Background: an optimization exercise with open tools, aiming at small area and a short achievable clock period. Do not read the settings as production practice. In this exercise RTL edits were held to simulation tests only and were not proved equivalent to the original.

## config.mk

```make
export PLATFORM = sky130hd
export DESIGN_NAME = main32
export DESIGN_NICKNAME = main32
export VERILOG_FILES = /design/flow/design.v
export SDC_FILE = /design/flow/constraint.sdc
export NUM_CORES = 8
export LEC_CHECK = 0
export CAP_MARGIN = 20
export CORE_MARGIN = 2
export CORE_UTILIZATION = 30
export SLEW_MARGIN = 50
export SYNTH_HIERARCHICAL = 1
```

## constraint.sdc

```tcl
create_clock -name core_clock -period 560.0 [get_ports {clk}]
set_input_delay 112.0000 -clock core_clock [delete_from_list [all_inputs] [get_ports {clk}]]
set_output_delay 112.0000 -clock core_clock [all_outputs]
set_load 0.01 [all_outputs]
```

## design.v

```verilog
module main32 (
    input rst, clk,
    input [3:0] rSelect,
    output [31:0] regOut, PCOut,
    output [3:0] flagOut,
    input [31:0] instIn,
    output [7:0] memAddr,
    output [31:0] memWData,
    output memWE,
    input [31:0] memRData
);
  wire [31:0] inst = instIn;
  wire [2:0] op = inst[31:29];
  wire [2:0] sp = inst[28:26];
  wire [1:0] ip = inst[25:24];
  wire [3:0] rd = inst[23:20];
  wire [3:0] ra = inst[19:16];
  wire [3:0] rb = inst[15:12];
  wire [15:0] imm = inst[15:0];
  wire isB0 = (op == 3'd0);
  wire isB1 = (op == 3'd1);
  wire isCMP = (op == 3'd2);
  wire isMISC = (op == 3'd3);
  wire isAR = (op == 3'd4);
  wire isLS = (op == 3'd5);
  wire isWR = (op == 3'd6);
  wire isJMP = (op == 3'd7);
  wire [511:0] rfq;
  wire [31:0] RA, RB;
  mc_rport u_ra (.q(rfq), .s(ra), .y(RA));
  mc_rport u_rb (.q(rfq), .s(rb), .y(RB));
  mc_rport u_ro (.q(rfq), .s(rSelect), .y(regOut));
  wire [31:0] A = (ip == 2'b01) ? {16'h0, imm} : (ip == 2'b11) ? {24'h0, inst[7:0]} : RA;
  wire [31:0] B = (ip == 2'b10) ? {16'h0, imm} : (ip == 2'b11) ? {24'h0, inst[15:8]} : RB;
  wire us = sp[2];
  wire [31:0] am, bm;
  wire isSRA = (sp == 3'b101);
  wire sgnA = isB1 ? isSRA : us;
  wire [31:0] bn;
  mc_cneg u_na (.x(A), .neg(isB0 | (sgnA & A[31])), .y(am));
  mc_cneg u_nb (.x(B), .neg(us & B[31]), .y(bn));
  wire fneg = isB1 ? (isSRA & A[31]) : (us & (A[31] ^ B[31]));
  wire [4:0] shn = B[4:0];
  wire [4:0] shk = sp[2] ? (5'd0 - shn) : shn;
  wire [31:0] shoh = 32'd1 << shk;
  assign bm = isB1 ? shoh : bn;
  wire cadd = (sp[1:0] != 2'b00) | isCMP;
  wire [31:0] S, b0res, b1res;
  wire co;
  mc_alu u_alu (.A(A), .B(B), .negA(am), .sp(sp), .cadd(cadd), .S(S), .b0res(b0res), .b1res(b1res), .co(co));
  wire div = sp[0] & isAR;
  wire [31:0] u = div ? ~bn : am;
  wire [31:0] sel, hy;
  wire [31:0] hx;
  wire [31:0] rr [0:31];
  mc_row0 u_row31 (.u(u), .lsb(div & am[31]), .div(div), .bi(bm[31]), .r(rr[31]), .sel(sel[31]), .y(hy[31]));
  assign hx[31] = 1'b0;
  genvar i;
  generate for (i = 30; i >= 0; i = i - 1) begin : ar
    mc_row u_row (.prev(rr[i+1]), .u(u), .lsb(div & am[i]), .div(div), .bi(bm[i]), .r(rr[i]), .sel(sel[i]), .y(hy[i]));
    assign hx[i] = rr[i+1][31];
  end endgenerate
  wire [31:0] qv = ~sel;
  wire [31:0] hsum;
  mc_hadd u_hadd (.x(hx), .y(hy), .s(hsum));
  wire [31:0] lo0 = div ? qv : rr[0];
  wire [31:0] lo;
  mc_cneg u_nlo (.x(lo0), .neg(fneg), .y(lo));
  wire lz = ~(|rr[0]);
  wire [31:0] hi0 = (div ? rr[31] : hsum) ^ {32{fneg}};
  wire [31:0] hi;
  mc_cinc u_nhi (.x(hi0), .inc(fneg & (div | lz)), .y(hi));
  reg [31:0] res;
  always @(*) case (op)
    3'd0: res = b0res;
    3'd1: res = (sp[2:1] == 2'b00) ? lo : sp[1] ? (lo | hi) : (shn == 5'd0) ? lo : hi;
    3'd4: res = sp[1] ? lo : S;
    3'd5: res = memRData;
    3'd6: res = sp[0] ? {imm, A[15:0]} : {A[31:16], imm};
    default: res = 32'h0;
  endcase
  wire zmul = ~(|A) | ~(|B);
  wire zdiv = ~(|qv);
  wire zres = ~(|res);
  wire nZ = isCMP ? 1'b1 : (isAR & sp[1]) ? (div ? zdiv : zmul) : zres;
  wire nLT = sp[0] ? ~co : S[31];
  wire fwe = isB0 | isB1 | isCMP | isAR;
  reg fZ, fLT;
  always @(posedge clk) if (fwe) begin fZ <= nZ; fLT <= nLT; end
  assign flagOut = {fZ, fLT, fZ, ~fLT};
  wire we0 = isB0 | isB1 | isAR | isWR | (isLS & ~inst[28]);
  wire we1 = isAR & sp[1];
  wire [3:0] rd1 = rd + 4'd1;
  wire [31:0] busE = rd[0] ? hi : res;
  wire [31:0] busO = rd[0] ? res : hi;
  genvar k;
  generate for (k = 0; k < 16; k = k + 1) begin : rf
    wire en = (we0 & (rd == k)) | (we1 & (rd1 == k));
    reg [31:0] q;
    always @(posedge clk) if (en) q <= (k % 2) ? busO : busE;
    assign rfq[k*32 +: 32] = q;
  end endgenerate
  assign memAddr = B[7:0];
  assign memWData = A;
  assign memWE = isLS & inst[28];
  reg [31:0] pc;
  wire jc = sp[2] ? ((sp[1] ? fLT : ~fLT) | (sp[0] & fZ)) : (fZ ^ sp[0]);
  wire jmp = (isJMP & jc) | (isMISC & (sp == 3'b000));
  always @(posedge clk) pc <= rst ? 32'h0 : jmp ? {16'h0, imm} : pc + 32'd1;
  assign PCOut = pc;
endmodule
module mc_cneg (
    input [31:0] x,
    input neg,
    output [31:0] y
);
  wire og1 = x[1] | x[0];
  wire og2 = x[3] | x[2];
  wire og3 = x[5] | x[4];
  wire og4 = x[7] | x[6];
  wire og5 = x[9] | x[8];
  wire og6 = x[11] | x[10];
  wire og7 = x[13] | x[12];
  wire og8 = x[15] | x[14];
  wire og9 = x[17] | x[16];
  wire og10 = x[19] | x[18];
  wire og11 = x[21] | x[20];
  wire og12 = x[23] | x[22];
  wire og13 = x[25] | x[24];
  wire og14 = x[27] | x[26];
  wire og15 = x[29] | x[28];
  wire og16 = og2 | og1;
  wire og17 = og4 | og3;
  wire og18 = og6 | og5;
  wire og19 = og8 | og7;
  wire og20 = og10 | og9;
  wire og21 = og12 | og11;
  wire og22 = og14 | og13;
  wire og23 = og17 | og16;
  wire og24 = og19 | og18;
  wire og25 = og21 | og20;
  wire og26 = og24 | og23;
  wire og27 = og25 | og26;
  wire og28 = og18 | og23;
  wire og29 = og20 | og26;
  wire og30 = og22 | og27;
  wire og31 = og3 | og16;
  wire og32 = og5 | og23;
  wire og33 = og7 | og28;
  wire og34 = og9 | og26;
  wire og35 = og11 | og29;
  wire og36 = og13 | og27;
  wire og37 = og15 | og30;
  wire og38 = x[2] | og1;
  wire og39 = x[4] | og16;
  wire og40 = x[6] | og31;
  wire og41 = x[8] | og23;
  wire og42 = x[10] | og32;
  wire og43 = x[12] | og28;
  wire og44 = x[14] | og33;
  wire og45 = x[16] | og26;
  wire og46 = x[18] | og34;
  wire og47 = x[20] | og29;
  wire og48 = x[22] | og35;
  wire og49 = x[24] | og27;
  wire og50 = x[26] | og36;
  wire og51 = x[28] | og30;
  wire og52 = x[30] | og37;
  assign y[0] = x[0];
  assign y[1] = x[1] ^ (neg & x[0]);
  assign y[2] = x[2] ^ (neg & og1);
  assign y[3] = x[3] ^ (neg & og38);
  assign y[4] = x[4] ^ (neg & og16);
  assign y[5] = x[5] ^ (neg & og39);
  assign y[6] = x[6] ^ (neg & og31);
  assign y[7] = x[7] ^ (neg & og40);
  assign y[8] = x[8] ^ (neg & og23);
  assign y[9] = x[9] ^ (neg & og41);
  assign y[10] = x[10] ^ (neg & og32);
  assign y[11] = x[11] ^ (neg & og42);
  assign y[12] = x[12] ^ (neg & og28);
  assign y[13] = x[13] ^ (neg & og43);
  assign y[14] = x[14] ^ (neg & og33);
  assign y[15] = x[15] ^ (neg & og44);
  assign y[16] = x[16] ^ (neg & og26);
  assign y[17] = x[17] ^ (neg & og45);
  assign y[18] = x[18] ^ (neg & og34);
  assign y[19] = x[19] ^ (neg & og46);
  assign y[20] = x[20] ^ (neg & og29);
  assign y[21] = x[21] ^ (neg & og47);
  assign y[22] = x[22] ^ (neg & og35);
  assign y[23] = x[23] ^ (neg & og48);
  assign y[24] = x[24] ^ (neg & og27);
  assign y[25] = x[25] ^ (neg & og49);
  assign y[26] = x[26] ^ (neg & og36);
  assign y[27] = x[27] ^ (neg & og50);
  assign y[28] = x[28] ^ (neg & og30);
  assign y[29] = x[29] ^ (neg & og51);
  assign y[30] = x[30] ^ (neg & og37);
  assign y[31] = x[31] ^ (neg & og52);
endmodule
module mc_cinc (
    input [31:0] x,
    input inc,
    output [31:0] y
);
  wire og53 = x[1] & x[0];
  wire og54 = x[3] & x[2];
  wire og55 = x[5] & x[4];
  wire og56 = x[7] & x[6];
  wire og57 = x[9] & x[8];
  wire og58 = x[11] & x[10];
  wire og59 = x[13] & x[12];
  wire og60 = x[15] & x[14];
  wire og61 = x[17] & x[16];
  wire og62 = x[19] & x[18];
  wire og63 = x[21] & x[20];
  wire og64 = x[23] & x[22];
  wire og65 = x[25] & x[24];
  wire og66 = x[27] & x[26];
  wire og67 = x[29] & x[28];
  wire og68 = og54 & og53;
  wire og69 = og56 & og55;
  wire og70 = og58 & og57;
  wire og71 = og60 & og59;
  wire og72 = og62 & og61;
  wire og73 = og64 & og63;
  wire og74 = og66 & og65;
  wire og75 = og69 & og68;
  wire og76 = og71 & og70;
  wire og77 = og73 & og72;
  wire og78 = og76 & og75;
  wire og79 = og77 & og78;
  wire og80 = og70 & og75;
  wire og81 = og72 & og78;
  wire og82 = og74 & og79;
  wire og83 = og55 & og68;
  wire og84 = og57 & og75;
  wire og85 = og59 & og80;
  wire og86 = og61 & og78;
  wire og87 = og63 & og81;
  wire og88 = og65 & og79;
  wire og89 = og67 & og82;
  wire og90 = x[2] & og53;
  wire og91 = x[4] & og68;
  wire og92 = x[6] & og83;
  wire og93 = x[8] & og75;
  wire og94 = x[10] & og84;
  wire og95 = x[12] & og80;
  wire og96 = x[14] & og85;
  wire og97 = x[16] & og78;
  wire og98 = x[18] & og86;
  wire og99 = x[20] & og81;
  wire og100 = x[22] & og87;
  wire og101 = x[24] & og79;
  wire og102 = x[26] & og88;
  wire og103 = x[28] & og82;
  wire og104 = x[30] & og89;
  assign y[0] = x[0] ^ inc;
  assign y[1] = x[1] ^ (inc & x[0]);
  assign y[2] = x[2] ^ (inc & og53);
  assign y[3] = x[3] ^ (inc & og90);
  assign y[4] = x[4] ^ (inc & og68);
  assign y[5] = x[5] ^ (inc & og91);
  assign y[6] = x[6] ^ (inc & og83);
  assign y[7] = x[7] ^ (inc & og92);
  assign y[8] = x[8] ^ (inc & og75);
  assign y[9] = x[9] ^ (inc & og93);
  assign y[10] = x[10] ^ (inc & og84);
  assign y[11] = x[11] ^ (inc & og94);
  assign y[12] = x[12] ^ (inc & og80);
  assign y[13] = x[13] ^ (inc & og95);
  assign y[14] = x[14] ^ (inc & og85);
  assign y[15] = x[15] ^ (inc & og96);
  assign y[16] = x[16] ^ (inc & og78);
  assign y[17] = x[17] ^ (inc & og97);
  assign y[18] = x[18] ^ (inc & og86);
  assign y[19] = x[19] ^ (inc & og98);
  assign y[20] = x[20] ^ (inc & og81);
  assign y[21] = x[21] ^ (inc & og99);
  assign y[22] = x[22] ^ (inc & og87);
  assign y[23] = x[23] ^ (inc & og100);
  assign y[24] = x[24] ^ (inc & og79);
  assign y[25] = x[25] ^ (inc & og101);
  assign y[26] = x[26] ^ (inc & og88);
  assign y[27] = x[27] ^ (inc & og102);
  assign y[28] = x[28] ^ (inc & og82);
  assign y[29] = x[29] ^ (inc & og103);
  assign y[30] = x[30] ^ (inc & og89);
  assign y[31] = x[31] ^ (inc & og104);
endmodule
module mc_rport (
    input [511:0] q,
    input [3:0] s,
    output [31:0] y
);
  assign y = q[s*32 +: 32];
endmodule
module mc_alu (
    input [31:0] A, B, negA,
    input [2:0] sp,
    input cadd,
    output [31:0] S, b0res, b1res,
    output co
);
  wire [31:0] Bx = B ^ {32{cadd}};
  wire [32:0] ads_c;
  wire [31:0] ads_s;
  assign ads_c[0] = cadd;
  assign ads_s[0] = A[0] ^ Bx[0] ^ ads_c[0];
  assign ads_c[1] = (A[0] & Bx[0]) | (A[0] & ads_c[0]) | (Bx[0] & ads_c[0]);
  assign ads_s[1] = A[1] ^ Bx[1] ^ ads_c[1];
  assign ads_c[2] = (A[1] & Bx[1]) | (A[1] & ads_c[1]) | (Bx[1] & ads_c[1]);
  assign ads_s[2] = A[2] ^ Bx[2] ^ ads_c[2];
  assign ads_c[3] = (A[2] & Bx[2]) | (A[2] & ads_c[2]) | (Bx[2] & ads_c[2]);
  assign ads_s[3] = A[3] ^ Bx[3] ^ ads_c[3];
  assign ads_c[4] = (A[3] & Bx[3]) | (A[3] & ads_c[3]) | (Bx[3] & ads_c[3]);
  assign ads_s[4] = A[4] ^ Bx[4] ^ ads_c[4];
  assign ads_c[5] = (A[4] & Bx[4]) | (A[4] & ads_c[4]) | (Bx[4] & ads_c[4]);
  assign ads_s[5] = A[5] ^ Bx[5] ^ ads_c[5];
  assign ads_c[6] = (A[5] & Bx[5]) | (A[5] & ads_c[5]) | (Bx[5] & ads_c[5]);
  assign ads_s[6] = A[6] ^ Bx[6] ^ ads_c[6];
  assign ads_c[7] = (A[6] & Bx[6]) | (A[6] & ads_c[6]) | (Bx[6] & ads_c[6]);
  assign ads_s[7] = A[7] ^ Bx[7] ^ ads_c[7];
  assign ads_c[8] = (A[7] & Bx[7]) | (A[7] & ads_c[7]) | (Bx[7] & ads_c[7]);
  assign ads_s[8] = A[8] ^ Bx[8] ^ ads_c[8];
  assign ads_c[9] = (A[8] & Bx[8]) | (A[8] & ads_c[8]) | (Bx[8] & ads_c[8]);
  assign ads_s[9] = A[9] ^ Bx[9] ^ ads_c[9];
  assign ads_c[10] = (A[9] & Bx[9]) | (A[9] & ads_c[9]) | (Bx[9] & ads_c[9]);
  assign ads_s[10] = A[10] ^ Bx[10] ^ ads_c[10];
  assign ads_c[11] = (A[10] & Bx[10]) | (A[10] & ads_c[10]) | (Bx[10] & ads_c[10]);
  assign ads_s[11] = A[11] ^ Bx[11] ^ ads_c[11];
  assign ads_c[12] = (A[11] & Bx[11]) | (A[11] & ads_c[11]) | (Bx[11] & ads_c[11]);
  assign ads_s[12] = A[12] ^ Bx[12] ^ ads_c[12];
  assign ads_c[13] = (A[12] & Bx[12]) | (A[12] & ads_c[12]) | (Bx[12] & ads_c[12]);
  assign ads_s[13] = A[13] ^ Bx[13] ^ ads_c[13];
  assign ads_c[14] = (A[13] & Bx[13]) | (A[13] & ads_c[13]) | (Bx[13] & ads_c[13]);
  assign ads_s[14] = A[14] ^ Bx[14] ^ ads_c[14];
  assign ads_c[15] = (A[14] & Bx[14]) | (A[14] & ads_c[14]) | (Bx[14] & ads_c[14]);
  assign ads_s[15] = A[15] ^ Bx[15] ^ ads_c[15];
  assign ads_c[16] = (A[15] & Bx[15]) | (A[15] & ads_c[15]) | (Bx[15] & ads_c[15]);
  assign ads_s[16] = A[16] ^ Bx[16] ^ ads_c[16];
  assign ads_c[17] = (A[16] & Bx[16]) | (A[16] & ads_c[16]) | (Bx[16] & ads_c[16]);
  assign ads_s[17] = A[17] ^ Bx[17] ^ ads_c[17];
  assign ads_c[18] = (A[17] & Bx[17]) | (A[17] & ads_c[17]) | (Bx[17] & ads_c[17]);
  assign ads_s[18] = A[18] ^ Bx[18] ^ ads_c[18];
  assign ads_c[19] = (A[18] & Bx[18]) | (A[18] & ads_c[18]) | (Bx[18] & ads_c[18]);
  assign ads_s[19] = A[19] ^ Bx[19] ^ ads_c[19];
  assign ads_c[20] = (A[19] & Bx[19]) | (A[19] & ads_c[19]) | (Bx[19] & ads_c[19]);
  assign ads_s[20] = A[20] ^ Bx[20] ^ ads_c[20];
  assign ads_c[21] = (A[20] & Bx[20]) | (A[20] & ads_c[20]) | (Bx[20] & ads_c[20]);
  assign ads_s[21] = A[21] ^ Bx[21] ^ ads_c[21];
  assign ads_c[22] = (A[21] & Bx[21]) | (A[21] & ads_c[21]) | (Bx[21] & ads_c[21]);
  assign ads_s[22] = A[22] ^ Bx[22] ^ ads_c[22];
  assign ads_c[23] = (A[22] & Bx[22]) | (A[22] & ads_c[22]) | (Bx[22] & ads_c[22]);
  assign ads_s[23] = A[23] ^ Bx[23] ^ ads_c[23];
  assign ads_c[24] = (A[23] & Bx[23]) | (A[23] & ads_c[23]) | (Bx[23] & ads_c[23]);
  assign ads_s[24] = A[24] ^ Bx[24] ^ ads_c[24];
  assign ads_c[25] = (A[24] & Bx[24]) | (A[24] & ads_c[24]) | (Bx[24] & ads_c[24]);
  assign ads_s[25] = A[25] ^ Bx[25] ^ ads_c[25];
  assign ads_c[26] = (A[25] & Bx[25]) | (A[25] & ads_c[25]) | (Bx[25] & ads_c[25]);
  assign ads_s[26] = A[26] ^ Bx[26] ^ ads_c[26];
  assign ads_c[27] = (A[26] & Bx[26]) | (A[26] & ads_c[26]) | (Bx[26] & ads_c[26]);
  assign ads_s[27] = A[27] ^ Bx[27] ^ ads_c[27];
  assign ads_c[28] = (A[27] & Bx[27]) | (A[27] & ads_c[27]) | (Bx[27] & ads_c[27]);
  assign ads_s[28] = A[28] ^ Bx[28] ^ ads_c[28];
  assign ads_c[29] = (A[28] & Bx[28]) | (A[28] & ads_c[28]) | (Bx[28] & ads_c[28]);
  assign ads_s[29] = A[29] ^ Bx[29] ^ ads_c[29];
  assign ads_c[30] = (A[29] & Bx[29]) | (A[29] & ads_c[29]) | (Bx[29] & ads_c[29]);
  assign ads_s[30] = A[30] ^ Bx[30] ^ ads_c[30];
  assign ads_c[31] = (A[30] & Bx[30]) | (A[30] & ads_c[30]) | (Bx[30] & ads_c[30]);
  assign ads_s[31] = A[31] ^ Bx[31] ^ ads_c[31];
  assign ads_c[32] = (A[31] & Bx[31]) | (A[31] & ads_c[31]) | (Bx[31] & ads_c[31]);
  assign S = ads_s;
  assign co = ads_c[32];
  reg [31:0] X0;
  always @(*) case (sp[1:0])
    2'b00: X0 = A & B;
    2'b01: X0 = A | B;
    2'b10: X0 = A ^ B;
    default: X0 = A;
  endcase
  assign b0res = sp[2] ? ~X0 : (sp[1:0] == 2'b11) ? negA : X0;
  assign b1res = 32'h0;
endmodule
module mc_row (
    input [31:0] prev, u,
    input lsb, div, bi,
    output [31:0] r,
    output sel, y
);
  wire [31:0] t = {prev[30:0], lsb};
  wire [31:0] a_g, a_p, a_s;
  assign a_p[0] = t[0] ^ u[0];
  assign a_g[0] = (t[0] & u[0]) | (a_p[0] & div);
  assign a_p[1] = t[1] ^ u[1];
  assign a_g[1] = t[1] & u[1];
  assign a_p[2] = t[2] ^ u[2];
  assign a_g[2] = t[2] & u[2];
  assign a_p[3] = t[3] ^ u[3];
  assign a_g[3] = t[3] & u[3];
  assign a_p[4] = t[4] ^ u[4];
  assign a_g[4] = t[4] & u[4];
  assign a_p[5] = t[5] ^ u[5];
  assign a_g[5] = t[5] & u[5];
  assign a_p[6] = t[6] ^ u[6];
  assign a_g[6] = t[6] & u[6];
  assign a_p[7] = t[7] ^ u[7];
  assign a_g[7] = t[7] & u[7];
  assign a_p[8] = t[8] ^ u[8];
  assign a_g[8] = t[8] & u[8];
  assign a_p[9] = t[9] ^ u[9];
  assign a_g[9] = t[9] & u[9];
  assign a_p[10] = t[10] ^ u[10];
  assign a_g[10] = t[10] & u[10];
  assign a_p[11] = t[11] ^ u[11];
  assign a_g[11] = t[11] & u[11];
  assign a_p[12] = t[12] ^ u[12];
  assign a_g[12] = t[12] & u[12];
  assign a_p[13] = t[13] ^ u[13];
  assign a_g[13] = t[13] & u[13];
  assign a_p[14] = t[14] ^ u[14];
  assign a_g[14] = t[14] & u[14];
  assign a_p[15] = t[15] ^ u[15];
  assign a_g[15] = t[15] & u[15];
  assign a_p[16] = t[16] ^ u[16];
  assign a_g[16] = t[16] & u[16];
  assign a_p[17] = t[17] ^ u[17];
  assign a_g[17] = t[17] & u[17];
  assign a_p[18] = t[18] ^ u[18];
  assign a_g[18] = t[18] & u[18];
  assign a_p[19] = t[19] ^ u[19];
  assign a_g[19] = t[19] & u[19];
  assign a_p[20] = t[20] ^ u[20];
  assign a_g[20] = t[20] & u[20];
  assign a_p[21] = t[21] ^ u[21];
  assign a_g[21] = t[21] & u[21];
  assign a_p[22] = t[22] ^ u[22];
  assign a_g[22] = t[22] & u[22];
  assign a_p[23] = t[23] ^ u[23];
  assign a_g[23] = t[23] & u[23];
  assign a_p[24] = t[24] ^ u[24];
  assign a_g[24] = t[24] & u[24];
  assign a_p[25] = t[25] ^ u[25];
  assign a_g[25] = t[25] & u[25];
  assign a_p[26] = t[26] ^ u[26];
  assign a_g[26] = t[26] & u[26];
  assign a_p[27] = t[27] ^ u[27];
  assign a_g[27] = t[27] & u[27];
  assign a_p[28] = t[28] ^ u[28];
  assign a_g[28] = t[28] & u[28];
  assign a_p[29] = t[29] ^ u[29];
  assign a_g[29] = t[29] & u[29];
  assign a_p[30] = t[30] ^ u[30];
  assign a_g[30] = t[30] & u[30];
  assign a_p[31] = t[31] ^ u[31];
  assign a_g[31] = t[31] & u[31];
  wire ag105 = a_g[1] | (a_p[1] & a_g[0]);
  wire ag106 = a_g[3] | (a_p[3] & a_g[2]);
  wire ap107 = a_p[3] & a_p[2];
  wire ag108 = a_g[5] | (a_p[5] & a_g[4]);
  wire ap109 = a_p[5] & a_p[4];
  wire ag110 = a_g[7] | (a_p[7] & a_g[6]);
  wire ap111 = a_p[7] & a_p[6];
  wire ag112 = a_g[9] | (a_p[9] & a_g[8]);
  wire ap113 = a_p[9] & a_p[8];
  wire ag114 = a_g[11] | (a_p[11] & a_g[10]);
  wire ap115 = a_p[11] & a_p[10];
  wire ag116 = a_g[13] | (a_p[13] & a_g[12]);
  wire ap117 = a_p[13] & a_p[12];
  wire ag118 = a_g[15] | (a_p[15] & a_g[14]);
  wire ap119 = a_p[15] & a_p[14];
  wire ag120 = a_g[17] | (a_p[17] & a_g[16]);
  wire ap121 = a_p[17] & a_p[16];
  wire ag122 = a_g[19] | (a_p[19] & a_g[18]);
  wire ap123 = a_p[19] & a_p[18];
  wire ag124 = a_g[21] | (a_p[21] & a_g[20]);
  wire ap125 = a_p[21] & a_p[20];
  wire ag126 = a_g[23] | (a_p[23] & a_g[22]);
  wire ap127 = a_p[23] & a_p[22];
  wire ag128 = a_g[25] | (a_p[25] & a_g[24]);
  wire ap129 = a_p[25] & a_p[24];
  wire ag130 = a_g[27] | (a_p[27] & a_g[26]);
  wire ap131 = a_p[27] & a_p[26];
  wire ag132 = a_g[29] | (a_p[29] & a_g[28]);
  wire ap133 = a_p[29] & a_p[28];
  wire ag134 = a_g[31] | (a_p[31] & a_g[30]);
  wire ap135 = a_p[31] & a_p[30];
  wire ag136 = ag106 | (ap107 & ag105);
  wire ag137 = ag110 | (ap111 & ag108);
  wire ap138 = ap111 & ap109;
  wire ag139 = ag114 | (ap115 & ag112);
  wire ap140 = ap115 & ap113;
  wire ag141 = ag118 | (ap119 & ag116);
  wire ap142 = ap119 & ap117;
  wire ag143 = ag122 | (ap123 & ag120);
  wire ap144 = ap123 & ap121;
  wire ag145 = ag126 | (ap127 & ag124);
  wire ap146 = ap127 & ap125;
  wire ag147 = ag130 | (ap131 & ag128);
  wire ap148 = ap131 & ap129;
  wire ag149 = ag134 | (ap135 & ag132);
  wire ap150 = ap135 & ap133;
  wire ag151 = ag137 | (ap138 & ag136);
  wire ag152 = ag141 | (ap142 & ag139);
  wire ap153 = ap142 & ap140;
  wire ag154 = ag145 | (ap146 & ag143);
  wire ap155 = ap146 & ap144;
  wire ag156 = ag149 | (ap150 & ag147);
  wire ap157 = ap150 & ap148;
  wire ag158 = ag152 | (ap153 & ag151);
  wire ag159 = ag156 | (ap157 & ag154);
  wire ap160 = ap157 & ap155;
  wire ag161 = ag159 | (ap160 & ag158);
  wire ag162 = ag154 | (ap155 & ag158);
  wire ag163 = ag139 | (ap140 & ag151);
  wire ag164 = ag143 | (ap144 & ag158);
  wire ag165 = ag147 | (ap148 & ag162);
  wire ag166 = ag108 | (ap109 & ag136);
  wire ag167 = ag112 | (ap113 & ag151);
  wire ag168 = ag116 | (ap117 & ag163);
  wire ag169 = ag120 | (ap121 & ag158);
  wire ag170 = ag124 | (ap125 & ag164);
  wire ag171 = ag128 | (ap129 & ag162);
  wire ag172 = ag132 | (ap133 & ag165);
  wire ag173 = a_g[2] | (a_p[2] & ag105);
  wire ag174 = a_g[4] | (a_p[4] & ag136);
  wire ag175 = a_g[6] | (a_p[6] & ag166);
  wire ag176 = a_g[8] | (a_p[8] & ag151);
  wire ag177 = a_g[10] | (a_p[10] & ag167);
  wire ag178 = a_g[12] | (a_p[12] & ag163);
  wire ag179 = a_g[14] | (a_p[14] & ag168);
  wire ag180 = a_g[16] | (a_p[16] & ag158);
  wire ag181 = a_g[18] | (a_p[18] & ag169);
  wire ag182 = a_g[20] | (a_p[20] & ag164);
  wire ag183 = a_g[22] | (a_p[22] & ag170);
  wire ag184 = a_g[24] | (a_p[24] & ag162);
  wire ag185 = a_g[26] | (a_p[26] & ag171);
  wire ag186 = a_g[28] | (a_p[28] & ag165);
  wire ag187 = a_g[30] | (a_p[30] & ag172);
  assign a_s[0] = a_p[0] ^ div;
  assign a_s[1] = a_p[1] ^ a_g[0];
  assign a_s[2] = a_p[2] ^ ag105;
  assign a_s[3] = a_p[3] ^ ag173;
  assign a_s[4] = a_p[4] ^ ag136;
  assign a_s[5] = a_p[5] ^ ag174;
  assign a_s[6] = a_p[6] ^ ag166;
  assign a_s[7] = a_p[7] ^ ag175;
  assign a_s[8] = a_p[8] ^ ag151;
  assign a_s[9] = a_p[9] ^ ag176;
  assign a_s[10] = a_p[10] ^ ag167;
  assign a_s[11] = a_p[11] ^ ag177;
  assign a_s[12] = a_p[12] ^ ag163;
  assign a_s[13] = a_p[13] ^ ag178;
  assign a_s[14] = a_p[14] ^ ag168;
  assign a_s[15] = a_p[15] ^ ag179;
  assign a_s[16] = a_p[16] ^ ag158;
  assign a_s[17] = a_p[17] ^ ag180;
  assign a_s[18] = a_p[18] ^ ag169;
  assign a_s[19] = a_p[19] ^ ag181;
  assign a_s[20] = a_p[20] ^ ag164;
  assign a_s[21] = a_p[21] ^ ag182;
  assign a_s[22] = a_p[22] ^ ag170;
  assign a_s[23] = a_p[23] ^ ag183;
  assign a_s[24] = a_p[24] ^ ag162;
  assign a_s[25] = a_p[25] ^ ag184;
  assign a_s[26] = a_p[26] ^ ag171;
  assign a_s[27] = a_p[27] ^ ag185;
  assign a_s[28] = a_p[28] ^ ag165;
  assign a_s[29] = a_p[29] ^ ag186;
  assign a_s[30] = a_p[30] ^ ag172;
  assign a_s[31] = a_p[31] ^ ag187;
  assign sel = div ? a_s[31] : ~bi;
  assign y = bi & ag161;
  assign r = sel ? t : a_s;
endmodule
module mc_row0 (
    input [31:0] u,
    input lsb, div, bi,
    output [31:0] r,
    output sel, y
);
  wire [31:0] t = {31'h0, lsb};
  wire [31:0] a_g, a_p, a_s;
  assign a_p[0] = t[0] ^ u[0];
  assign a_g[0] = (t[0] & u[0]) | (a_p[0] & div);
  assign a_p[1] = t[1] ^ u[1];
  assign a_g[1] = t[1] & u[1];
  assign a_p[2] = t[2] ^ u[2];
  assign a_g[2] = t[2] & u[2];
  assign a_p[3] = t[3] ^ u[3];
  assign a_g[3] = t[3] & u[3];
  assign a_p[4] = t[4] ^ u[4];
  assign a_g[4] = t[4] & u[4];
  assign a_p[5] = t[5] ^ u[5];
  assign a_g[5] = t[5] & u[5];
  assign a_p[6] = t[6] ^ u[6];
  assign a_g[6] = t[6] & u[6];
  assign a_p[7] = t[7] ^ u[7];
  assign a_g[7] = t[7] & u[7];
  assign a_p[8] = t[8] ^ u[8];
  assign a_g[8] = t[8] & u[8];
  assign a_p[9] = t[9] ^ u[9];
  assign a_g[9] = t[9] & u[9];
  assign a_p[10] = t[10] ^ u[10];
  assign a_g[10] = t[10] & u[10];
  assign a_p[11] = t[11] ^ u[11];
  assign a_g[11] = t[11] & u[11];
  assign a_p[12] = t[12] ^ u[12];
  assign a_g[12] = t[12] & u[12];
  assign a_p[13] = t[13] ^ u[13];
  assign a_g[13] = t[13] & u[13];
  assign a_p[14] = t[14] ^ u[14];
  assign a_g[14] = t[14] & u[14];
  assign a_p[15] = t[15] ^ u[15];
  assign a_g[15] = t[15] & u[15];
  assign a_p[16] = t[16] ^ u[16];
  assign a_g[16] = t[16] & u[16];
  assign a_p[17] = t[17] ^ u[17];
  assign a_g[17] = t[17] & u[17];
  assign a_p[18] = t[18] ^ u[18];
  assign a_g[18] = t[18] & u[18];
  assign a_p[19] = t[19] ^ u[19];
  assign a_g[19] = t[19] & u[19];
  assign a_p[20] = t[20] ^ u[20];
  assign a_g[20] = t[20] & u[20];
  assign a_p[21] = t[21] ^ u[21];
  assign a_g[21] = t[21] & u[21];
  assign a_p[22] = t[22] ^ u[22];
  assign a_g[22] = t[22] & u[22];
  assign a_p[23] = t[23] ^ u[23];
  assign a_g[23] = t[23] & u[23];
  assign a_p[24] = t[24] ^ u[24];
  assign a_g[24] = t[24] & u[24];
  assign a_p[25] = t[25] ^ u[25];
  assign a_g[25] = t[25] & u[25];
  assign a_p[26] = t[26] ^ u[26];
  assign a_g[26] = t[26] & u[26];
  assign a_p[27] = t[27] ^ u[27];
  assign a_g[27] = t[27] & u[27];
  assign a_p[28] = t[28] ^ u[28];
  assign a_g[28] = t[28] & u[28];
  assign a_p[29] = t[29] ^ u[29];
  assign a_g[29] = t[29] & u[29];
  assign a_p[30] = t[30] ^ u[30];
  assign a_g[30] = t[30] & u[30];
  assign a_p[31] = t[31] ^ u[31];
  assign a_g[31] = t[31] & u[31];
  wire ag188 = a_g[1] | (a_p[1] & a_g[0]);
  wire ag189 = a_g[3] | (a_p[3] & a_g[2]);
  wire ap190 = a_p[3] & a_p[2];
  wire ag191 = a_g[5] | (a_p[5] & a_g[4]);
  wire ap192 = a_p[5] & a_p[4];
  wire ag193 = a_g[7] | (a_p[7] & a_g[6]);
  wire ap194 = a_p[7] & a_p[6];
  wire ag195 = a_g[9] | (a_p[9] & a_g[8]);
  wire ap196 = a_p[9] & a_p[8];
  wire ag197 = a_g[11] | (a_p[11] & a_g[10]);
  wire ap198 = a_p[11] & a_p[10];
  wire ag199 = a_g[13] | (a_p[13] & a_g[12]);
  wire ap200 = a_p[13] & a_p[12];
  wire ag201 = a_g[15] | (a_p[15] & a_g[14]);
  wire ap202 = a_p[15] & a_p[14];
  wire ag203 = a_g[17] | (a_p[17] & a_g[16]);
  wire ap204 = a_p[17] & a_p[16];
  wire ag205 = a_g[19] | (a_p[19] & a_g[18]);
  wire ap206 = a_p[19] & a_p[18];
  wire ag207 = a_g[21] | (a_p[21] & a_g[20]);
  wire ap208 = a_p[21] & a_p[20];
  wire ag209 = a_g[23] | (a_p[23] & a_g[22]);
  wire ap210 = a_p[23] & a_p[22];
  wire ag211 = a_g[25] | (a_p[25] & a_g[24]);
  wire ap212 = a_p[25] & a_p[24];
  wire ag213 = a_g[27] | (a_p[27] & a_g[26]);
  wire ap214 = a_p[27] & a_p[26];
  wire ag215 = a_g[29] | (a_p[29] & a_g[28]);
  wire ap216 = a_p[29] & a_p[28];
  wire ag217 = a_g[31] | (a_p[31] & a_g[30]);
  wire ap218 = a_p[31] & a_p[30];
  wire ag219 = ag189 | (ap190 & ag188);
  wire ag220 = ag193 | (ap194 & ag191);
  wire ap221 = ap194 & ap192;
  wire ag222 = ag197 | (ap198 & ag195);
  wire ap223 = ap198 & ap196;
  wire ag224 = ag201 | (ap202 & ag199);
  wire ap225 = ap202 & ap200;
  wire ag226 = ag205 | (ap206 & ag203);
  wire ap227 = ap206 & ap204;
  wire ag228 = ag209 | (ap210 & ag207);
  wire ap229 = ap210 & ap208;
  wire ag230 = ag213 | (ap214 & ag211);
  wire ap231 = ap214 & ap212;
  wire ag232 = ag217 | (ap218 & ag215);
  wire ap233 = ap218 & ap216;
  wire ag234 = ag220 | (ap221 & ag219);
  wire ag235 = ag224 | (ap225 & ag222);
  wire ap236 = ap225 & ap223;
  wire ag237 = ag228 | (ap229 & ag226);
  wire ap238 = ap229 & ap227;
  wire ag239 = ag232 | (ap233 & ag230);
  wire ap240 = ap233 & ap231;
  wire ag241 = ag235 | (ap236 & ag234);
  wire ag242 = ag239 | (ap240 & ag237);
  wire ap243 = ap240 & ap238;
  wire ag244 = ag242 | (ap243 & ag241);
  wire ag245 = ag237 | (ap238 & ag241);
  wire ag246 = ag222 | (ap223 & ag234);
  wire ag247 = ag226 | (ap227 & ag241);
  wire ag248 = ag230 | (ap231 & ag245);
  wire ag249 = ag191 | (ap192 & ag219);
  wire ag250 = ag195 | (ap196 & ag234);
  wire ag251 = ag199 | (ap200 & ag246);
  wire ag252 = ag203 | (ap204 & ag241);
  wire ag253 = ag207 | (ap208 & ag247);
  wire ag254 = ag211 | (ap212 & ag245);
  wire ag255 = ag215 | (ap216 & ag248);
  wire ag256 = a_g[2] | (a_p[2] & ag188);
  wire ag257 = a_g[4] | (a_p[4] & ag219);
  wire ag258 = a_g[6] | (a_p[6] & ag249);
  wire ag259 = a_g[8] | (a_p[8] & ag234);
  wire ag260 = a_g[10] | (a_p[10] & ag250);
  wire ag261 = a_g[12] | (a_p[12] & ag246);
  wire ag262 = a_g[14] | (a_p[14] & ag251);
  wire ag263 = a_g[16] | (a_p[16] & ag241);
  wire ag264 = a_g[18] | (a_p[18] & ag252);
  wire ag265 = a_g[20] | (a_p[20] & ag247);
  wire ag266 = a_g[22] | (a_p[22] & ag253);
  wire ag267 = a_g[24] | (a_p[24] & ag245);
  wire ag268 = a_g[26] | (a_p[26] & ag254);
  wire ag269 = a_g[28] | (a_p[28] & ag248);
  wire ag270 = a_g[30] | (a_p[30] & ag255);
  assign a_s[0] = a_p[0] ^ div;
  assign a_s[1] = a_p[1] ^ a_g[0];
  assign a_s[2] = a_p[2] ^ ag188;
  assign a_s[3] = a_p[3] ^ ag256;
  assign a_s[4] = a_p[4] ^ ag219;
  assign a_s[5] = a_p[5] ^ ag257;
  assign a_s[6] = a_p[6] ^ ag249;
  assign a_s[7] = a_p[7] ^ ag258;
  assign a_s[8] = a_p[8] ^ ag234;
  assign a_s[9] = a_p[9] ^ ag259;
  assign a_s[10] = a_p[10] ^ ag250;
  assign a_s[11] = a_p[11] ^ ag260;
  assign a_s[12] = a_p[12] ^ ag246;
  assign a_s[13] = a_p[13] ^ ag261;
  assign a_s[14] = a_p[14] ^ ag251;
  assign a_s[15] = a_p[15] ^ ag262;
  assign a_s[16] = a_p[16] ^ ag241;
  assign a_s[17] = a_p[17] ^ ag263;
  assign a_s[18] = a_p[18] ^ ag252;
  assign a_s[19] = a_p[19] ^ ag264;
  assign a_s[20] = a_p[20] ^ ag247;
  assign a_s[21] = a_p[21] ^ ag265;
  assign a_s[22] = a_p[22] ^ ag253;
  assign a_s[23] = a_p[23] ^ ag266;
  assign a_s[24] = a_p[24] ^ ag245;
  assign a_s[25] = a_p[25] ^ ag267;
  assign a_s[26] = a_p[26] ^ ag254;
  assign a_s[27] = a_p[27] ^ ag268;
  assign a_s[28] = a_p[28] ^ ag248;
  assign a_s[29] = a_p[29] ^ ag269;
  assign a_s[30] = a_p[30] ^ ag255;
  assign a_s[31] = a_p[31] ^ ag270;
  assign sel = div ? a_s[31] : ~bi;
  assign y = bi & ag244;
  assign r = sel ? t : a_s;
endmodule
module mc_hadd (
    input [31:0] x, y,
    output [31:0] s
);
  wire [31:0] h_g, h_p, h_s;
  assign h_p[0] = x[0] ^ y[0];
  assign h_g[0] = x[0] & y[0];
  assign h_p[1] = x[1] ^ y[1];
  assign h_g[1] = x[1] & y[1];
  assign h_p[2] = x[2] ^ y[2];
  assign h_g[2] = x[2] & y[2];
  assign h_p[3] = x[3] ^ y[3];
  assign h_g[3] = x[3] & y[3];
  assign h_p[4] = x[4] ^ y[4];
  assign h_g[4] = x[4] & y[4];
  assign h_p[5] = x[5] ^ y[5];
  assign h_g[5] = x[5] & y[5];
  assign h_p[6] = x[6] ^ y[6];
  assign h_g[6] = x[6] & y[6];
  assign h_p[7] = x[7] ^ y[7];
  assign h_g[7] = x[7] & y[7];
  assign h_p[8] = x[8] ^ y[8];
  assign h_g[8] = x[8] & y[8];
  assign h_p[9] = x[9] ^ y[9];
  assign h_g[9] = x[9] & y[9];
  assign h_p[10] = x[10] ^ y[10];
  assign h_g[10] = x[10] & y[10];
  assign h_p[11] = x[11] ^ y[11];
  assign h_g[11] = x[11] & y[11];
  assign h_p[12] = x[12] ^ y[12];
  assign h_g[12] = x[12] & y[12];
  assign h_p[13] = x[13] ^ y[13];
  assign h_g[13] = x[13] & y[13];
  assign h_p[14] = x[14] ^ y[14];
  assign h_g[14] = x[14] & y[14];
  assign h_p[15] = x[15] ^ y[15];
  assign h_g[15] = x[15] & y[15];
  assign h_p[16] = x[16] ^ y[16];
  assign h_g[16] = x[16] & y[16];
  assign h_p[17] = x[17] ^ y[17];
  assign h_g[17] = x[17] & y[17];
  assign h_p[18] = x[18] ^ y[18];
  assign h_g[18] = x[18] & y[18];
  assign h_p[19] = x[19] ^ y[19];
  assign h_g[19] = x[19] & y[19];
  assign h_p[20] = x[20] ^ y[20];
  assign h_g[20] = x[20] & y[20];
  assign h_p[21] = x[21] ^ y[21];
  assign h_g[21] = x[21] & y[21];
  assign h_p[22] = x[22] ^ y[22];
  assign h_g[22] = x[22] & y[22];
  assign h_p[23] = x[23] ^ y[23];
  assign h_g[23] = x[23] & y[23];
  assign h_p[24] = x[24] ^ y[24];
  assign h_g[24] = x[24] & y[24];
  assign h_p[25] = x[25] ^ y[25];
  assign h_g[25] = x[25] & y[25];
  assign h_p[26] = x[26] ^ y[26];
  assign h_g[26] = x[26] & y[26];
  assign h_p[27] = x[27] ^ y[27];
  assign h_g[27] = x[27] & y[27];
  assign h_p[28] = x[28] ^ y[28];
  assign h_g[28] = x[28] & y[28];
  assign h_p[29] = x[29] ^ y[29];
  assign h_g[29] = x[29] & y[29];
  assign h_p[30] = x[30] ^ y[30];
  assign h_g[30] = x[30] & y[30];
  assign h_p[31] = x[31] ^ y[31];
  assign h_g[31] = x[31] & y[31];
  wire hg271 = h_g[1] | (h_p[1] & h_g[0]);
  wire hg272 = h_g[3] | (h_p[3] & h_g[2]);
  wire hp273 = h_p[3] & h_p[2];
  wire hg274 = h_g[5] | (h_p[5] & h_g[4]);
  wire hp275 = h_p[5] & h_p[4];
  wire hg276 = h_g[7] | (h_p[7] & h_g[6]);
  wire hp277 = h_p[7] & h_p[6];
  wire hg278 = h_g[9] | (h_p[9] & h_g[8]);
  wire hp279 = h_p[9] & h_p[8];
  wire hg280 = h_g[11] | (h_p[11] & h_g[10]);
  wire hp281 = h_p[11] & h_p[10];
  wire hg282 = h_g[13] | (h_p[13] & h_g[12]);
  wire hp283 = h_p[13] & h_p[12];
  wire hg284 = h_g[15] | (h_p[15] & h_g[14]);
  wire hp285 = h_p[15] & h_p[14];
  wire hg286 = h_g[17] | (h_p[17] & h_g[16]);
  wire hp287 = h_p[17] & h_p[16];
  wire hg288 = h_g[19] | (h_p[19] & h_g[18]);
  wire hp289 = h_p[19] & h_p[18];
  wire hg290 = h_g[21] | (h_p[21] & h_g[20]);
  wire hp291 = h_p[21] & h_p[20];
  wire hg292 = h_g[23] | (h_p[23] & h_g[22]);
  wire hp293 = h_p[23] & h_p[22];
  wire hg294 = h_g[25] | (h_p[25] & h_g[24]);
  wire hp295 = h_p[25] & h_p[24];
  wire hg296 = h_g[27] | (h_p[27] & h_g[26]);
  wire hp297 = h_p[27] & h_p[26];
  wire hg298 = h_g[29] | (h_p[29] & h_g[28]);
  wire hp299 = h_p[29] & h_p[28];
  wire hg300 = h_g[31] | (h_p[31] & h_g[30]);
  wire hp301 = h_p[31] & h_p[30];
  wire hg302 = hg272 | (hp273 & hg271);
  wire hg303 = hg276 | (hp277 & hg274);
  wire hp304 = hp277 & hp275;
  wire hg305 = hg280 | (hp281 & hg278);
  wire hp306 = hp281 & hp279;
  wire hg307 = hg284 | (hp285 & hg282);
  wire hp308 = hp285 & hp283;
  wire hg309 = hg288 | (hp289 & hg286);
  wire hp310 = hp289 & hp287;
  wire hg311 = hg292 | (hp293 & hg290);
  wire hp312 = hp293 & hp291;
  wire hg313 = hg296 | (hp297 & hg294);
  wire hp314 = hp297 & hp295;
  wire hg315 = hg300 | (hp301 & hg298);
  wire hp316 = hp301 & hp299;
  wire hg317 = hg303 | (hp304 & hg302);
  wire hg318 = hg307 | (hp308 & hg305);
  wire hp319 = hp308 & hp306;
  wire hg320 = hg311 | (hp312 & hg309);
  wire hp321 = hp312 & hp310;
  wire hg322 = hg315 | (hp316 & hg313);
  wire hp323 = hp316 & hp314;
  wire hg324 = hg318 | (hp319 & hg317);
  wire hg325 = hg322 | (hp323 & hg320);
  wire hp326 = hp323 & hp321;
  wire hg327 = hg325 | (hp326 & hg324);
  wire hg328 = hg320 | (hp321 & hg324);
  wire hg329 = hg305 | (hp306 & hg317);
  wire hg330 = hg309 | (hp310 & hg324);
  wire hg331 = hg313 | (hp314 & hg328);
  wire hg332 = hg274 | (hp275 & hg302);
  wire hg333 = hg278 | (hp279 & hg317);
  wire hg334 = hg282 | (hp283 & hg329);
  wire hg335 = hg286 | (hp287 & hg324);
  wire hg336 = hg290 | (hp291 & hg330);
  wire hg337 = hg294 | (hp295 & hg328);
  wire hg338 = hg298 | (hp299 & hg331);
  wire hg339 = h_g[2] | (h_p[2] & hg271);
  wire hg340 = h_g[4] | (h_p[4] & hg302);
  wire hg341 = h_g[6] | (h_p[6] & hg332);
  wire hg342 = h_g[8] | (h_p[8] & hg317);
  wire hg343 = h_g[10] | (h_p[10] & hg333);
  wire hg344 = h_g[12] | (h_p[12] & hg329);
  wire hg345 = h_g[14] | (h_p[14] & hg334);
  wire hg346 = h_g[16] | (h_p[16] & hg324);
  wire hg347 = h_g[18] | (h_p[18] & hg335);
  wire hg348 = h_g[20] | (h_p[20] & hg330);
  wire hg349 = h_g[22] | (h_p[22] & hg336);
  wire hg350 = h_g[24] | (h_p[24] & hg328);
  wire hg351 = h_g[26] | (h_p[26] & hg337);
  wire hg352 = h_g[28] | (h_p[28] & hg331);
  wire hg353 = h_g[30] | (h_p[30] & hg338);
  assign h_s[0] = h_p[0] ^ 1'b0;
  assign h_s[1] = h_p[1] ^ h_g[0];
  assign h_s[2] = h_p[2] ^ hg271;
  assign h_s[3] = h_p[3] ^ hg339;
  assign h_s[4] = h_p[4] ^ hg302;
  assign h_s[5] = h_p[5] ^ hg340;
  assign h_s[6] = h_p[6] ^ hg332;
  assign h_s[7] = h_p[7] ^ hg341;
  assign h_s[8] = h_p[8] ^ hg317;
  assign h_s[9] = h_p[9] ^ hg342;
  assign h_s[10] = h_p[10] ^ hg333;
  assign h_s[11] = h_p[11] ^ hg343;
  assign h_s[12] = h_p[12] ^ hg329;
  assign h_s[13] = h_p[13] ^ hg344;
  assign h_s[14] = h_p[14] ^ hg334;
  assign h_s[15] = h_p[15] ^ hg345;
  assign h_s[16] = h_p[16] ^ hg324;
  assign h_s[17] = h_p[17] ^ hg346;
  assign h_s[18] = h_p[18] ^ hg335;
  assign h_s[19] = h_p[19] ^ hg347;
  assign h_s[20] = h_p[20] ^ hg330;
  assign h_s[21] = h_p[21] ^ hg348;
  assign h_s[22] = h_p[22] ^ hg336;
  assign h_s[23] = h_p[23] ^ hg349;
  assign h_s[24] = h_p[24] ^ hg328;
  assign h_s[25] = h_p[25] ^ hg350;
  assign h_s[26] = h_p[26] ^ hg337;
  assign h_s[27] = h_p[27] ^ hg351;
  assign h_s[28] = h_p[28] ^ hg331;
  assign h_s[29] = h_p[29] ^ hg352;
  assign h_s[30] = h_p[30] ^ hg338;
  assign h_s[31] = h_p[31] ^ hg353;
  assign s = h_s;
endmodule
```

## run.sh

```bash
#!/bin/bash
# synth_recipe.tcl (not shown) runs the flow's synth.tcl, then flattens the netlist and writes it again
# the make line also repeats each setting of config.mk as NAME=value (left out here)
make -C /OpenROAD-flow-scripts/flow DESIGN_CONFIG=/design/flow/config.mk WORK_HOME=/design/flow/orfs CLKGATE_MAP_FILE= SYNTH_SCRIPT=/design/flow/synth_recipe.tcl finish
```

==> results.yml <==
worst_setup_path:
  endpoint: "memAddr[2]"
  critPathKind: "input pin to output pin"
  cp-end-kind: "output pin"
  worstPathCellList: "clkdlybuf4s50_1 -> buf_4 -> and2_2 -> buf_4 -> a22oi_1 -> nand2_1 -> nor2_1 -> a21o_1 -> inv_1 -> clkdlybuf4s50_1"
  cp_slowest_stage_delay_ps: 790
  critPathTopFamily: "buffers and inverters"
  r2r-end: "rf[5].q[27]"
  crit_path_max_fanout: 21
  cp.depth: 10
  reg2reg_slack_ps: 447550
  startpoint: "instIn[15]"
  critPathBufInv: 5
  r2r_start: "rf[11].q[6]"
  worstPathArrival_ps: 115860
  rr_worst_depth: 490
  cp_slowest_cell: "clkdlybuf4s50_1"
  start_kind: "input pin"
  required_ps: 448000
final_layout:
  final_util: 0.333
  n_fill_cell: 33100
  multi_input_area_um2: 76300
  post_route_cells_drive_above_1_share: 0.125
  final_nets: 12700
  regArea_um2: 16100
  area_growth_syn_to_layout_pct: 10.4
global_route:
  antenna_found_initial: 28
  grt_pass1_vias: 82300
  grt_max_degree: 66
  grt_first_pass_wirelength_mm: 555
  grt-ovfl-total: 0
  grtUsageTotal: 0.228
clock_network:
  cts_tree: "built"
  clockBufferDepth: 3
  clkLatencyLatePin_ps: 620
  cts.repair.resized: 0
  numCtsBuffers: 51
  post_cts_buffers: 0
  hold_buffers: 0
  clkSlewWorstSetupHoldPaths_ps: 60
  cts_root_buf: "clkbuf_16"
  htreeDepth: 2
  clkSinkCount: 546
routing:
  ant_nets: 0
  vias_per_cell: 5.68
  first_iter_violations: 10200
  wl_per_cell_um: 24.9
  routed_wl_mm: 383
  drt_pre_antenna_iters: 7
  via_count: 87400
  remaining_drc_errors: 0
sta:
  fmax_ghz: 0.00439
  slew_violations: 0
  finalHoldViolCount: 0
  finalSetupViolCount: 0
  fin_crit_sh: 0.407
  finalSetupTns_ps: 0
  period_needed_ps: 227860
  rsz0062_at_grt: "no"
  skew_ps: 29.0
  tightest_slew_ps: 877
  max_slew_margin: 0.416
floorplanning:
  start_util: 0.301
  ios: 179
  std_cell_rows: 208
  core_area_um2: 321000
  dieArea_um2: 327000
  die_x_um: 572
  die_h_um: 572
run_status:
  outcome: "timing/DRC/antenna clean"
job:
  drv_cap: 0
hold_path:
  hp-class: "register to register"
synthesis:
  yosysWarningCount: 8
  avgSynthCellArea_um2: 8.75
  syn_nets: 12700
  synth_area_um2: 96700
  synthCells: 11000
place:
  gp_congestion: 0.995
  dp_hpwl_mm: 294
  io_buffers: 178
-- layout make-up --
| type | count | share of cell area |
|---|---|---|
| repair buffers | 456 | 0.0392 |
| flip-flops and latches | 546 | 0.151 |
| inverters | 778 | 0.0274 |
| well taps | 4305 | 0.0505 |
| clock inverters | 36 | 0.00426 |
| diodes | 10 | 0.000234 |
| multi-input cells | 9203 | 0.715 |
| clock buffers | 59 | 0.0124 |
-- tightest hold or removal path: stages, from the launching register on --
cell and delay [ps]:
dfxtp_1 340, xor2_1 70, nor2_1 70
-- state kept, by name, indices dropped and copies added, names as in the netlist --
register  flops
fZ            1
rf.q        512
pc           32
fLT           1
-- cells in the final DEF (no fill, tap or decap), types with 47 or more instances in the layout --
| cell type | n |
|---|---|
| fa_1 | 575 |
| nand2_1 | 1982 |
| nor2_1 | 701 |
| o21a_1 | 99 |
| a22oi_1 | 197 |
| xnor2_1 | 452 |
| edfxtp_1 | 514 |
| clkdlybuf4s50_1 | 161 |
| a21oi_1 | 853 |
| xor2_1 | 222 |
| and2_1 | 99 |
| buf_4 | 237 |
| a21oi_2 | 47 |
| nand2_2 | 62 |
| and3_1 | 62 |
| clkbuf_16 | 52 |
| mux4_2 | 384 |
| mux2i_1 | 120 |
| o21ai_0 | 748 |
| nand4_1 | 65 |
| a21o_1 | 97 |
| a211oi_1 | 77 |
| mux2_2 | 85 |
| o211ai_1 | 129 |
| nor2b_1 | 154 |
| inv_2 | 64 |
| nor3_1 | 51 |
| inv_1 | 713 |
| nand3_1 | 119 |
| ha_1 | 1044 |
-- stage by stage --
| step | area, um2 | hold WS (ps) | std cells | setup slack [ps] |
|---|---|---|---|---|
| 3_5_place_dp | 105000 | 503 | 15300 | 332270 |
| 4_1_cts | 106000 | 516 | 15400 | 332250 |
| 2_1_floorplan | 96700 | 515 | 11000 | 334260 |
| 6_report | 107000 | 509 | 15400 | 332150 |
| 3_3_place_gp | 104000 | 495 | 15300 | 328530 |
| 5_1_grt | 107000 | 549 | 15400 | 326270 |
-- per-layer routing --
layer,vias up,share of wire,global-route usage
met5,-,0.00032,0
met4,18,0.062,0.117
met3,930,0.11,0.0511
met2,4353,0.44,0.354
met1,42800,0.40,0.294
li1,39300,-,-
-- how the worst min path moves through the flow --
stage          depth (start not counted)     end  slack (ps)    from
6_report                               2  pc[31]         510  pc[31]
5_1_grt                                2  pc[31]         550  pc[31]
4_1_cts                                2  pc[24]         520  pc[24]
3_5_place_dp                           2  pc[31]         500  pc[31]
3_3_place_gp                           2  pc[24]         490  pc[24]
2_1_floorplan                          2  pc[24]         520  pc[24]

==> what the ideal ports hide <==
The flow's constraints put no driver on any port. The routed layout listed below was extracted and timed again, unchanged, in two steps. Step 1 assumes that a clkbuf_16 drives the clock port and a buf_2 every other input. Step 2 adds t to the input delays and takes it off the output delays; t is the mean of the earliest and latest rising clock arrival at the registers after step 1. Input paths then give back, and output paths get back, about the clock's delay inside the block. Three values: ideal, step 1, step 2; two values: the first two.
t (ns): 0.659
slack for setup (ns): 332.145 / 332.119 / 332.119
hold slack, ns: 0.509 / 0.509 / 0.509
worst data-port slew with drivers (ns): 0.17
After both steps setup and hold are still met in this run. For this run, drivers alone change the setup slack by -0.026 ns; drivers and shift together by -0.026 ns.
